What follows belongs to an exercise in optimizing a design on an open flow for small area; a production flow would make more cautious choices.
Function was checked by simulation only, so behaviour that the tests miss may differ from the original.
No activity file was given, so power comes from the tool's default toggle rates.

==> trial 58: inputs <==
## top
module top (
    input  wire clk,
    input  wire rst,
    input RX,
    output TX,
    output wire oled_cs,
    output wire oled_clk,
    output wire oled_mosi,
    output wire oled_dc,
    output wire reset
);
==> flow/config.mk <==
export PLATFORM = sky130hd
export DESIGN_NAME = top
export DESIGN_NICKNAME = top
export VERILOG_FILES = /design/flow/design.v
export SDC_FILE = /design/flow/constraint.sdc
export NUM_CORES = 4
export LEC_CHECK = 0
export ABC_AREA = 1
export CAP_MARGIN = 20
export CORE_MARGIN = 2
export CORE_UTILIZATION = 60
export SLEW_MARGIN = 20
==> flow/constraint.sdc <==
create_clock -name core_clock -period 10.0 [get_ports {clk}]
set_input_delay 2.0000 -clock core_clock [delete_from_list [all_inputs] [get_ports {clk}]]
set_output_delay 2.0000 -clock core_clock [all_outputs]
set_load 0.01 [all_outputs]
standard.sh (not shown) runs the stock make flow with config.mk's settings and CLKGATE_MAP_FILE= SYNTH_SCRIPT=/design/flow/synth_recipe.tcl, a recipe that flattens the netlist after the stock synthesis.
==> flow/flow/run.sh <==
#!/bin/bash
# Standard ORFS flow with three changes:
#  - after synthesis, the combinational logic of the standard netlist is
#    re-mapped by ABC for area (flip-flops, their instance names and the nets
#    they drive are left as they are);
#  - CTS uses small clock buffers in small clusters, without dummy loads;
#  - ports are buffered with buf_1.
# Each tool's output goes to a log file of its own in this folder.
set -euo pipefail
HERE=$(pwd)
LIB=$FLOW_HOME/platforms/sky130hd/lib/sky130_fd_sc_hd__tt_025C_1v80.lib
RES=$HERE/orfs/results/sky130hd/top/base

export CTS_ARGS="${CTS_ARGS:--sink_clustering_enable -repair_clock_nets -dont_use_dummy_load -buf_list sky130_fd_sc_hd__clkbuf_4 -sink_clustering_size 10 -sink_clustering_max_diameter 50}"
export BUFFER_PORTS_ARGS="${BUFFER_PORTS_ARGS:--inputs -outputs -buffer_cell sky130_fd_sc_hd__buf_1}"

bash standard.sh synth > 1_standard_synth.log 2>&1

python3 flow/lib2v.py $LIB > comb_cells.v 2> lib2v.log
DU=$(grep -o 'cell ("\?sky130_fd_sc_hd__[a-z0-9_]*' $LIB | sed 's/cell ("\?//' \
     | grep -E "lpflow|probe|kapwr" | sed 's/^/-dont_use /' | tr '\n' ' ')
cp $RES/1_2_yosys.v 1_2_yosys_standard.v
ABC_SCRIPT=${ABC_SCRIPT:-"+strash;&get -n;&deepsyn -T 120;&put;dch;amap;topo"}
yosys -p "read_liberty -lib $LIB; read_verilog 1_2_yosys_standard.v; hierarchy -top top; \
  techmap -map comb_cells.v; techmap; opt -purge; \
  abc -liberty $LIB $DU -script \"$ABC_SCRIPT\"; opt_clean -purge; \
  hilomap -singleton -hicell sky130_fd_sc_hd__conb_1 HI -locell sky130_fd_sc_hd__conb_1 LO; \
  splitnets; opt_clean -purge; \
  write_verilog -noattr -nohex -nodec 1_2_yosys_resyn.v; stat -liberty $LIB" > 1_resyn_yosys.log 2>&1

cp 1_2_yosys_resyn.v $RES/1_2_yosys.v
rm -f $RES/1_synth.odb
touch $RES/1_2_yosys.v
bash standard.sh synth > 1_synth_odb.log 2>&1
bash standard.sh > 2_standard_finish.log 2>&1
Other scripts of this flow, unchanged in this note and not shown: flow/flow/lib2v.py
==> trial 98 (differences from trial 58) <==
--- a/flow/design.v
+++ b/flow/design.v
@@ -13,34 +13,32 @@
 wire [7:0] rx_data;
 uart_rx urx (
     .clk(clk),
     .rst(rst),
     .rx(RX),
     .rx_ready(rx_ready),
     .rx_data(rx_data)
 );
-wire tx_start, tx_go;
+wire tx_start;
 wire [7:0] tx_data;
 wire tx_busy;
 uart_tx utx (
     .clk(clk),
     .rst(rst),
-    .go(tx_go),
     .tx_start(tx_start),
     .tx_data(tx_data),
     .tx(TX),
     .tx_busy(tx_busy)
 );
 uart_echo_unit ueu (
     .clk(clk),
     .rst(rst),
     .rx_data(rx_data),
     .rx_ready(rx_ready),
-    .go(tx_go),
     .tx_start(tx_start),
     .tx_data(tx_data),
     .tx_busy(tx_busy)
 );
 reg [7:0] sd;
 always @(posedge clk) sd <= rst ? 8'd0 : sd + 1'd1;
 wire [7:0] X;
 wire [6:0] Y;
@@ -72,23 +70,28 @@
     .clk(clk),
     .rst(rst),
     .rst_n(reset),
     .lock_seed(rndg_lock_seed),
     .seed(sd),
     .rnd(rnd)
 );
 always @(posedge clk) begin
-    if (rst || ~reset)
+    if (rst) begin
+        seed_flag <= 0;
+        rndg_lock_seed <= 0;
+    end else if (~reset) begin
         seed_flag <= 0;
-    else if (rx_data != 0)
+    end else if (rx_data != 0 && ~seed_flag) begin
         seed_flag <= 1;
+        rndg_lock_seed <= 1;
+    end else begin
+        rndg_lock_seed <= 0;
+    end
 end
-always @(posedge clk)
-    rndg_lock_seed <= reset && rx_data != 0 && ~seed_flag;
 display_buf_updater dbu (
     .clk(clk),
     .rst(rst),
     .rst_n(reset),
     .ux(X),
     .uy(Y),
     .is_init(is_init),
     .load_xy(load_xy),
@@ -196,19 +199,17 @@
     2'd0: wait_time = 8'd81;
     2'd1: wait_time = (cmd[5]) ? 8'd48 : 8'd244;
     default: wait_time = 8'd4;
     endcase
 end
 wire y_end = (Y == 7'd80);
 wire x_end = (X == 8'd159);
 assign load_xy = ph2 && state == S_WPIX && pos == 4'd15;
-wire [7:0] x_inc = X + 1'd1;
-wire [7:0] nx8 = y_end ? ((x_end && is_init) ? 8'd0 : x_inc) : X;
-wire init_step = tick && state == S_INIT && pos == 4'd0 && X != 8'd160;
+wire [7:0] nx8 = y_end ? (x_end ? 8'd0 : X + 1'd1) : X;
 assign nx = nx8[6:0];
 assign s1 = ph3 && state == S_WPIX && pos == 4'd15 && !y_end;
 assign s3 = ph1 && state == S_WPIX && pos == 4'd14 && !y_end;
 assign s4 = ph2 && state == S_WPIX && pos == 4'd14 && !y_end;
 always @(posedge clk) begin
     if (rst) begin
         oled_mosi <= 0;
         oled_dc <= 0;
@@ -239,17 +240,17 @@
                         state <= is_init ? S_WPIX : S_INIT;
                         pos <= 15;
                     end else begin
                         cmd <= cmd + 1'd1;
                     end
                 end
             end
             S_WAIT: begin
-                X <= x_inc;
+                X <= X + 1'd1;
                 if (X == wait_time) begin
                     X <= 0;
                     pos <= 7;
                     state <= S_CMD;
                     cmd <= cmd + 1'd1;
                 end
             end
             S_INIT: begin
@@ -259,16 +260,21 @@
                 if (pos == 0) begin
                     pos <= 15;
                     if (X == 8'd160) begin
                         X <= 8'd159;
                         Y <= 7'd80;
                         state <= S_CMD;
                         cmd <= 23;
                         is_init <= 1;
+                    end else if (y_end) begin
+                        Y <= 0;
+                        X <= X + 1'd1;
+                    end else begin
+                        Y <= Y + 1'd1;
                     end
                 end
             end
             S_WPIX: begin
                 if (y_end || pos == 4'd13) begin
                     state <= S_FRAME;
                     pos <= 15;
                 end
@@ -284,17 +290,17 @@
                         cmd <= 35;
                     end else begin
                         state <= S_WPIX;
                     end
                 end
             end
             endcase
         end
-        if (load_xy || init_step) begin
+        if (load_xy) begin
             X <= nx8;
             Y <= y_end ? 7'd0 : Y + 1'd1;
         end
     end
 end
 endmodule
 module display_buf_updater (
     input  wire       clk,
@@ -380,84 +386,82 @@
 wire g_bit, d_bit, c_bit;
 bram rom (
     .g_row(uy[4:0]), .g_col(ground_px),
     .d_pose(dino_pose_sel), .d_row(d_row[3:0]), .d_col(d_col[3:0]),
     .c_row(c_row[3:0]), .c_col(c_col[2:0]),
     .g_bit(g_bit), .d_bit(d_bit), .c_bit(c_bit)
 );
 wire rom_bit = cactus_mask ? c_bit : dino_mask ? d_bit : g_bit;
-wire restart = restart_flag && rx_ready;
-wire spawn = ~cactus_flag && &rnd && &mss[11:0];
-always @(posedge clk) begin
-    if (rst_n && load_xy)
-        ground_px <= nx + ground_dx;
-    if (restart)
-        ground_px <= 0;
-    if (rst_n && s4)
-        color <= restart_flag | pix;
-    if (rx_ready && ~jump_flag)
-        jump_t0 <= jump_tref;
-    if (rst_n && &mss[5:0] && ms_tick)
-        cactus_x <= cactus_x - speed_cut;
-    if (spawn)
-        cactus_x <= X_MAX - 1;
-    if (spawn)
-        cactus_must_fail_flag <= 1;
-    if (cactus_flag && rx_ready)
-        cactus_must_fail_flag <= 0;
-end
 always @(posedge clk) begin
   if (rst) begin
     pix <= 0;
+    color <= 0;
     dino_pose_sel <= 0;
+    ground_px <= 0;
     ms_cnt <= 0;
     mss <= 0;
     speed_idx <= 0;
     ground_dx <= 0;
     jump_flag <= 0;
+    jump_t0 <= 0;
     cactus_flag <= 0;
+    cactus_x <= 0;
+    cactus_must_fail_flag <= 0;
     restart_flag <= 1;
   end else begin
     if (rst_n) begin
         ms_cnt <= ms_tick ? 9'd0 : ms_cnt + 1'd1;
         mss <= ms_tick ? mss + 1'd1 : mss;
         if (&mss && ms_tick)
             speed_idx <= (speed_idx == 3'd7) ? 3'd7 : speed_idx + 1'd1;
         if (&mss[5:0] && ms_tick) begin
             ground_dx <= ground_dx + speed_cut;
+            cactus_x <= cactus_x - speed_cut;
         end
+        if (load_xy)
+            ground_px <= nx + ground_dx;
         if (s1 && any_mask)
             pix <= rom_bit;
         if (s3 && !any_mask)
             pix <= 0;
+        if (s4)
+            color <= restart_flag | pix;
         if (is_init && cactus_mask && dino_mask)
             restart_flag <= 1;
     end
     if (dino_tick)
         dino_pose_sel <= ~dino_pose_sel;
     if (rx_ready && ~jump_flag) begin
         jump_flag <= 1;
+        jump_t0 <= jump_tref;
     end
     if (is_init && jump_flag && dys_idx == 7 && (uy == Y_MAX - 1) && (ux == X_MAX - 1))
         jump_flag <= 0;
     if (~cactus_flag && &rnd && &mss[11:0]) begin
         cactus_flag <= 1;
+        cactus_x <= X_MAX - 1;
+        cactus_must_fail_flag <= 1;
     end
+    if (cactus_flag && rx_ready)
+        cactus_must_fail_flag <= 0;
     if (cactus_flag && cactus_x < 0) begin
         cactus_flag <= 0;
         restart_flag <= cactus_must_fail_flag;
     end
     if (restart_flag && rx_ready) begin
         ms_cnt <= 0;
         mss <= 0;
         speed_idx <= 0;
         ground_dx <= 0;
+        ground_px <= 0;
         jump_flag <= 0;
+        jump_t0 <= 0;
         cactus_flag <= 0;
+        cactus_x <= 0;
         restart_flag <= 0;
     end
   end
 end
 endmodule
 module bram (
     input  wire [4:0] g_row,
     input  wire [6:0] g_col,
@@ -788,105 +792,105 @@
     input  wire       rst,
     input  wire       rst_n,
     input  wire       lock_seed,
     input  wire [7:0] seed,
     output reg  [7:0] rnd
 );
 wire [7:0] seed_nz = (seed == 8'd0) ? 8'd1 : seed;
 always @(posedge clk) begin
-    if (!rst_n || lock_seed)
+    if (rst)
+        rnd <= 8'd1;
+    else if (!rst_n || lock_seed)
         rnd <= seed_nz;
     else
         rnd <= rnd[0] ? ((rnd >> 1) ^ 8'hB8) : (rnd >> 1);
 end
 endmodule
 module uart_echo_unit (
     input  wire       clk,
     input  wire       rst,
     input  wire [7:0] rx_data,
     input  wire       rx_ready,
-    output wire       go,
-    input  wire       tx_start,
+    output reg        tx_start,
     output reg  [7:0] tx_data,
     input  wire       tx_busy
 );
 reg [7:0] rbuf [0:3];
 reg [2:0] _b;
 reg [2:0] _e;
 wire       rx_empty  = _b == _e;
 wire [7:0] rbuf_data = rbuf[_b[1:0]];
 localparam
     S_R         = 3'd0,
     S_T_slash_n = 3'd1,
     S_T_back1   = 3'd2,
     S_T_back2   = 3'd3,
     S_T_last    = 3'd4;
 reg [2:0] ctrl_S;
 reg [7:0] line_len;
-wire step = ~tx_start && ~tx_busy;
-assign go = step && start;
-wire is_nl  = rbuf_data == 8'h0A || rbuf_data == 8'h0D;
-wire is_bs  = rbuf_data == 8'h08;
-wire is_esc = rbuf_data == 8'h1B;
-reg       start;
-reg [7:0] data;
-always @(*) begin
-    start = 1'b0;
-    data = rbuf_data;
-    case (ctrl_S)
-        S_R: begin
-            start = ~rx_empty && (is_nl || (is_bs && line_len != 0) || (!is_bs && !is_esc));
-            data = is_nl ? 8'h0A : rbuf_data;
-        end
-        S_T_slash_n: begin start = 1'b1; data = 8'h0D; end
-        S_T_back1:   begin start = 1'b1; data = 8'h20; end
-        S_T_back2:   begin start = 1'b1; data = 8'h08; end
-        default: ;
-    endcase
-end
 always @(posedge clk) begin
     if (rx_ready)
         rbuf[_e[1:0]] <= rx_data;
 end
 always @(posedge clk) begin
-    if (step && start)
-        tx_data <= data;
-end
-always @(posedge clk) begin
     if (rst) begin
         _b <= 0;
         _e <= 0;
+        tx_start <= 0;
+        tx_data <= 0;
         ctrl_S <= S_R;
         line_len <= 0;
     end else begin
         if (!rx_empty && ctrl_S == S_R)
             _b <= _b + 1'd1;
         if (rx_ready)
             _e <= _e + 1'd1;
-        if (step) begin
+        if (tx_start) begin
+            tx_start <= 0;
+        end else if (~tx_busy) begin
             case (ctrl_S)
                 S_R: if (~rx_empty) begin
-                    if (is_nl) begin
+                    if (rbuf_data == 8'h0A || rbuf_data == 8'h0D) begin
+                        tx_start <= 1;
+                        tx_data <= 8'h0A;
                         line_len <= 0;
                         ctrl_S <= S_T_slash_n;
-                    end else if (is_bs) begin
+                    end else if (rbuf_data == 8'h08) begin
                         if (line_len != 0) begin
+                            tx_start <= 1;
+                            tx_data <= 8'h08;
                             line_len <= line_len - 1'd1;
                             ctrl_S <= S_T_back1;
                         end
-                    end else if (!is_esc) begin
+                    end else if (rbuf_data != 8'h1B) begin
+                        tx_start <= 1;
+                        tx_data <= rbuf_data;
                         line_len <= line_len + 1'd1;
                         ctrl_S <= S_T_last;
                     end
                 end
-                S_T_slash_n: ctrl_S <= S_R;
-                S_T_back1:   ctrl_S <= S_T_back2;
-                S_T_back2:   ctrl_S <= S_T_last;
-                default:     ctrl_S <= S_R;
+                S_T_slash_n: begin
+                    tx_start <= 1;
+                    tx_data <= 8'h0D;
+                    ctrl_S <= S_R;
+                end
+                S_T_back1: begin
+                    tx_start <= 1;
+                    tx_data <= 8'h20;
+                    ctrl_S <= S_T_back2;
+                end
+                S_T_back2: begin
+                    tx_start <= 1;
+                    tx_data <= 8'h08;
+                    ctrl_S <= S_T_last;
+                end
+                default: begin
+                    ctrl_S <= S_R;
+                end
             endcase
         end
     end
 end
 endmodule
 module uart_rx (
     input  wire       clk,
     input  wire       rst,
@@ -901,80 +905,75 @@
 reg [3:0] rx_state;
 reg [2:0] os_cnt;
 reg [1:0] rx_sync;
 reg [1:0] filter_cnt;
 reg       rx_bit;
 wire os_tick;
 baud_tick_gen tickgen (.clk(clk), .rst(rst), .tick(os_tick));
 wire sample_now = os_tick && (os_cnt == 3'd3);
-always @(posedge clk)
-    if (os_tick)
-        os_cnt <= (rx_state == IDLE) ? 3'd0 : os_cnt + 1'd1;
 always @(posedge clk) begin
     if (rst) begin
         rx_state <= IDLE;
+        os_cnt <= 0;
         rx_sync <= 2'b11;
         filter_cnt <= 2'b11;
         rx_bit <= 1'b1;
         rx_data <= 0;
         rx_ready <= 0;
     end else begin
         if (os_tick) begin
             rx_sync <= {rx_sync[0], rx};
             if (rx_sync[1] && filter_cnt != 2'b11)
                 filter_cnt <= filter_cnt + 1'd1;
             if (!rx_sync[1] && filter_cnt != 2'b00)
                 filter_cnt <= filter_cnt - 1'd1;
             if (filter_cnt == 2'b11)
                 rx_bit <= 1'b1;
             else if (filter_cnt == 2'b00)
                 rx_bit <= 1'b0;
+            os_cnt <= (rx_state == IDLE) ? 3'd0 : os_cnt + 1'd1;
         end
         case (rx_state)
             IDLE:      if (~rx_bit) rx_state <= BIT_START;
             BIT_START: if (sample_now) rx_state <= 4'b1000;
             BIT_STOP:  if (sample_now) rx_state <= IDLE;
             default:   if (sample_now) rx_state <= (rx_state == 4'b1111) ? BIT_STOP : rx_state + 1'd1;
         endcase
         if (sample_now && rx_state[3])
             rx_data <= {rx_bit, rx_data[7:1]};
         rx_ready <= sample_now && (rx_state == BIT_STOP) && rx_bit;
     end
 end
 endmodule
 module uart_tx (
     input  wire       clk,
     input  wire       rst,
-    input  wire       go,           
-    output wire       tx_start,     
+    input  wire       tx_start,
     input  wire [7:0] tx_data,
     output wire       tx,
     output wire       tx_busy
 );
 localparam
     IDLE      = 4'b0000,
-    PRE       = 4'b0001,
     BIT_START = 4'b0100,
     BIT_STOP  = 4'b0010;
 reg [3:0] tx_state;
 reg [6:0] bit_cnt;
 wire bit_tick = (bit_cnt == 7'd104);
-assign tx_start = tx_state == PRE;
-assign tx_busy = tx_state != IDLE && tx_state != PRE;
+assign tx_busy = tx_state != IDLE;
 assign tx = (tx_state < 4) | (tx_state[3] & tx_data[tx_state[2:0]]);
-always @(posedge clk)
-    bit_cnt <= !tx_busy ? 7'd0 : bit_tick ? 7'd1 : bit_cnt + 1'd1;
 always @(posedge clk) begin
     if (rst) begin
         tx_state <= IDLE;
+        bit_cnt <= 0;
     end else begin
+        bit_cnt <= !tx_busy ? 7'd0 : bit_tick ? 7'd1 : bit_cnt + 1'd1;
         case (tx_state)
-            IDLE:      if (go) tx_state <= PRE;
-            PRE:       tx_state <= BIT_START;
+            IDLE:      if (tx_start) tx_state <= BIT_START;
             BIT_START: if (bit_tick) tx_state <= 4'b1000;
             BIT_STOP:  if (bit_tick) tx_state <= IDLE;
             default:   if (bit_tick) tx_state <= (tx_state == 4'b1111) ? BIT_STOP : tx_state + 1'd1;
         endcase
     end
 end
 endmodule
 module baud_tick_gen (
==> flow/flow/run.sh (replaced) <==
#!/bin/bash
# Standard ORFS flow, with one extra step after synthesis: the combinational
# logic of the standard netlist is re-mapped by ABC for area. Flip-flops
# (cells, instance names and the nets they drive) are left as they are.
set -euo pipefail
HERE=$(pwd)
LIB=$FLOW_HOME/platforms/sky130hd/lib/sky130_fd_sc_hd__tt_025C_1v80.lib
RES=$HERE/orfs/results/sky130hd/top/base

bash standard.sh synth > 1_standard_synth.log 2>&1

python3 flow/lib2v.py $LIB > comb_cells.v 2> lib2v.log
DU=$(grep -o 'cell ("\?sky130_fd_sc_hd__[a-z0-9_]*' $LIB | sed 's/cell ("\?//' \
     | grep -E "lpflow|probe|kapwr" | sed 's/^/-dont_use /' | tr '\n' ' ')
cp $RES/1_2_yosys.v 1_2_yosys_standard.v
ABC_SCRIPT=${ABC_SCRIPT:-"+strash;dch;amap;topo"}
yosys -p "read_liberty -lib $LIB; read_verilog 1_2_yosys_standard.v; hierarchy -top top; \
  techmap -map comb_cells.v; techmap; opt -purge; \
  abc -liberty $LIB $DU -script \"$ABC_SCRIPT\"; opt_clean -purge; \
  hilomap -singleton -hicell sky130_fd_sc_hd__conb_1 HI -locell sky130_fd_sc_hd__conb_1 LO; \
  splitnets; opt_clean -purge; \
  write_verilog -noattr -nohex -nodec 1_2_yosys_resyn.v; stat -liberty $LIB" > 1_resyn_yosys.log 2>&1

cp 1_2_yosys_resyn.v $RES/1_2_yosys.v
rm -f $RES/1_synth.odb
touch $RES/1_2_yosys.v
bash standard.sh synth > 1_synth_odb.log 2>&1
bash standard.sh > 2_standard_finish.log 2>&1
==> flow/config.mk (replaced) <==
export PLATFORM = sky130hd
export DESIGN_NAME = top
export DESIGN_NICKNAME = top
export VERILOG_FILES = /design/flow/design.v
export SDC_FILE = /design/flow/constraint.sdc
export NUM_CORES = 4
export LEC_CHECK = 0
export ABC_AREA = 1
export CAP_MARGIN = 20
export CORE_MARGIN = 2
export CORE_UTILIZATION = 40
export SLEW_MARGIN = 20
==> comparison table <==
Internal portion of total power: trial 58 1.158 mW; trial 98 1.675 mW
Static power due to leakage: trial 58 3.633 nW; trial 98 4.237 nW
Number of antenna repair diodes: trial 58 2; trial 98 0
Delay of the slowest critical-path stage: trial 58 0.48 ns; trial 98 0.77 ns
Clock tree skew after final layout: trial 58 0.03672 ns; trial 98 0.01354 ns
Core occupancy in the finished layout: trial 58 0.6404; trial 98 0.4612
Multi-input gates: trial 58 925; trial 98 1,092
Run status: trial 58 no timing/DRC/antenna violations; trial 98 no timing/DRC/antenna violations
Clock root buffer master: trial 58 sky130_fd_sc_hd__clkbuf_4; trial 98 sky130_fd_sc_hd__clkbuf_16
Fraction of the cycle the final worst path needs: trial 58 0.4259; trial 98 0.5500
Hold endpoint: trial 58 driver.c; trial 98 urx.tickgen.acc[0]
Max-slew headroom: trial 58 0.2949; trial 98 0.3062
Via count of the first global-routing pass: trial 58 8,458; trial 98 9,690
Fraction of standard cell area in multi-input logic: trial 58 0.4434; trial 98 0.4527

separate check: timing with driven ports:
The results above use ideal ports. As a check the final layouts listed here were re-extracted and re-timed, cells and wires unchanged.
Step 1 assumes that a clkbuf_16 drives the clock port and a buf_2 every other input.
Step 2 moves the port delays by t, midway between the first and last clock arrival at a register: inputs arrive t later, outputs are due t later. That takes back most of the time a late clock gives input paths.
Slacks: ideal / step 1 / step 2; pairs: ideal / step 1.
| run | shift t [ns] | setup slack, ns | worst setup path after step 2 | worst register clock-pin slew, ns |
|---|---|---|---|---|
| trial 58 | 0.687 | 5.741 / 5.704 / 5.877 | register to register | 0.11 / 0.11 |
| trial 98 | 0.577 | 4.500 / 4.500 / 4.500 | register to register | 0.07 / 0.07 |
After both steps setup and hold are still met in every run listed.
